What follows belongs to an exercise in optimizing a design on an open flow for small area; a production flow would make more cautious choices.
Function was checked by simulation only, so behaviour that the tests miss may differ from the original.

Design Single_Cycle_Computer, start of the top module:
module Single_Cycle_Computer(clk, rst, pc, instr, mem_addr, mem_wdata, mem_we, mem_rdata);
	input clk, rst;
	output reg [31:0] pc;
	input [31:0] instr;
	output [31:0] mem_addr, mem_wdata;
	output mem_we;
	input [31:0] mem_rdata;
	reg [32*15-1:0] regs;    
	reg [31:0] r15;          
	reg z;
	wire [3:0] cond = instr[31:28];
	wire [1:0] op   = instr[27:26];
	wire [5:0] funct = instr[25:20];
	wire [3:0] cmd  = funct[4:1];
	wire [3:0] rn = instr[19:16];
	wire [3:0] rd = instr[15:12];
	wire [3:0] rm = instr[3:0];
	wire [11:0] imm = instr[11:0];
	wire ex     = (cond == 4'b1110) | ((cond == 4'b0000) & z);
	wire dp     = (op == 2'b00) & ~funct[5];
	wire is_alu = dp & ((cmd == 4'b0100) | (cmd == 4'b0010) | (cmd == 4'b0000) | (cmd == 4'b1100));
	wire is_cmp = dp & (cmd == 4'b1010);
	wire is_sh  = (op == 2'b00) & funct[5] & ((cmd == 4'b0011) | (cmd == 4'b0001));
	wire is_mem = (op == 2'b01) & ~funct[5];
	wire is_ldr = is_mem & funct[0];
	wire is_str = is_mem & ~funct[0];
	wire wr     = ex & (is_alu | is_sh | is_ldr);
	wire br     = wr & (rd == 4'b1111);
	wire setz   = ex & (is_cmp | (is_alu & funct[0]));
	wire [3:0] ra2 = op[0] ? rd : rm;
	wire [31:0] a, b;
	rf_read port_a({r15, regs}, rn, a);
	rf_read port_b({r15, regs}, ra2, b);
	wire sub = ~op[0] & cmd[1];                        
	wire [31:0] bx = op[0] ? {20'b0, imm} : (b ^ {32{sub}});
	wire [31:0] sum, g, p;
	adder32 add(a, bx, sub, sum, g, p);
	wire [31:0] lg = g | (p & {32{cmd[3]}});          
	wire use_lg = cmd[2] ? cmd[3] : ~cmd[1];           
	wire [31:0] alu = use_lg ? lg : sum;
	wire [31:0] sh;
	shifter shift(a, imm, cmd[1], sh);
	wire [31:0] res = op[0] ? mem_rdata : (funct[5] ? sh : alu);
	wire [28:0] inc = pc[31:3] + 29'd1;
	wire [31:0] pc4 = {pc[2] ? inc : pc[31:3], ~pc[2], pc[1:0]};
	wire [31:0] pc8 = {inc, pc[2:0]};
	integer i;
	always @(posedge clk) begin
		if (rst) pc <= 32'b0;
		else pc <= br ? res : pc4;
		r15 <= pc8;
		if (setz) z <= (alu == 32'b0);
		for (i = 0; i < 15; i = i + 1)
			if (wr & (rd == i)) regs[32*i +: 32] <= res;
	end
	assign mem_addr = sum;
	assign mem_wdata = b;
	assign mem_we = ex & is_str;
endmodule
Size: about 2100 cells after synthesis, roughly 550 flip-flops, ~160 I/O pins.
Settings: LEC_CHECK=0, CAP_MARGIN=10, CORE_MARGIN=2, CORE_UTILIZATION=70, CTS_BUF_LIST=sky130_fd_sc_hd__clkbuf_8, CTS_CLUSTER_DIAMETER=50, CTS_CLUSTER_SIZE=12, SETUP_SLACK_MARGIN=0.2, SLEW_MARGIN=10, SYNTH_HIERARCHICAL=1; clock period 11.0 ns.
standard.sh (not shown) runs the stock make flow with config.mk's settings and CLKGATE_MAP_FILE= SYNTH_SCRIPT=/design/flow/synth_recipe.tcl, a recipe that flattens the netlist after the stock synthesis.
==> flow/flow/run.sh <==
#!/bin/bash
# Standard layout with two changes:
#  - ABC maps the logic with area-oriented scripts instead of ORFS's speed
#    script: flow/fast.abc for the adder (kept fast: it is on the critical
#    path), flow/area.abc for the other modules. Synthesis is otherwise
#    synth_recipe.tcl unchanged (see flow/my_synth.tcl).
#  - ports are buffered with buf_1 instead of the default delay cell.
# make's output goes to make.log; each ORFS step logs under orfs/logs.
set -euo pipefail
W=$PWD
sed -e "s#SYNTH_SCRIPT=[^ ]*#SYNTH_SCRIPT=$W/flow/my_synth.tcl#" standard.sh > my_standard.sh
export MY_ABC_SCRIPT=$W/flow/area.abc
export MY_ABC_AREA_MODS="Single_Cycle_Computer rf_read shifter"
export MY_ABC_FAST_SCRIPT=$W/flow/fast.abc
export MY_ABC_FAST_MODS="adder32"
bash my_standard.sh "BUFFER_PORTS_ARGS=-buffer_cell sky130_fd_sc_hd__buf_1" finish > make.log 2>&1
==> flow/flow/area.abc <==
strash
&get -n
&st
&dch
&nf -R 1000
&put
strash
&get -n
&st
&dch
&nf -R 1000
&put
strash
&get -n
&st
&dch
&nf -R 1000
&put
==> flow/flow/fast.abc <==
strash
&get -n
&st
&dch
&nf
&put
==> flow/flow/my_synth.tcl <==
# synth_recipe.tcl with one change: ABC's script is chosen per module.
# MY_ABC_SCRIPT maps the modules listed in MY_ABC_AREA_MODS (or the whole
# design if that is empty); MY_ABC_FAST_SCRIPT maps the modules listed in
# MY_ABC_FAST_MODS.
proc synth {args} { yosys synth -nofsm -noshare {*}$args }
proc abc_with_script {script argl sel} {
  set i [lsearch -exact $argl -script]
  if { $i >= 0 } { set argl [lreplace $argl [expr {$i+1}] [expr {$i+1}] $script] }
  yosys abc {*}$argl {*}$sel
}
proc abc {args} {
  set area [expr {[info exists ::env(MY_ABC_SCRIPT)] ? $::env(MY_ABC_SCRIPT) : ""}]
  set amods [expr {[info exists ::env(MY_ABC_AREA_MODS)] ? $::env(MY_ABC_AREA_MODS) : ""}]
  set fast [expr {[info exists ::env(MY_ABC_FAST_SCRIPT)] ? $::env(MY_ABC_FAST_SCRIPT) : ""}]
  set fmods [expr {[info exists ::env(MY_ABC_FAST_MODS)] ? $::env(MY_ABC_FAST_MODS) : ""}]
  if { $area eq "" } { yosys abc {*}$args; return }
  if { $fmods ne "" } { abc_with_script $fast $args $fmods }
  abc_with_script $area $args $amods
}
source $::env(SCRIPTS_DIR)/synth.tcl
# left out here: clear keep_hierarchy, flatten, clean up, hide names made inside functions, write 1_2_yosys.v
Rerun with:
- CAP_MARGIN: 10 -> 0
- CTS_CLUSTER_SIZE: 12 -> 14
- SLEW_MARGIN: 10 -> 0
- The changed run ran to the end with no violations
- non-clock buffer count falls by 2
- setup slack is worse by 0.022 ns
- clock-buffer cell count falls by 7
- die area does not change
- via count rises by 0.40%
- critical path depth is unchanged
- synthesized area does not change
- global-route usage barely changes
- routed wire length rises by 0.53%
- cell area falls by 0.47%
- synthesized cell count does not change

[what the ideal ports hide]
The results above use ideal ports. As a check the final layouts listed here were re-extracted and re-timed, cells and wires unchanged.
Step 1: set_driving_cell puts a clkbuf_16 on clk and a buf_2 on each other input, an assumption about the parent block.
Step 2 also shifts input and output timing later by t, the mid clock arrival at the registers, as if the neighbouring blocks saw the same clock.
a / b / c = ideal ports / drivers / drivers and shift; a / b = the first two.
run | t (ns) | slack for setup (ns) | worst setup path at the end
the first run | 0.723 | 0.484 / 0.461 / 0.461 | input to output
the second run | 0.719 | 0.463 / 0.435 / 0.435 | input to output
After both steps every run listed still meets setup and hold. The setup slack of the second run, which loses most, moves by -0.028 ns with the drivers and by -0.028 ns with both steps.
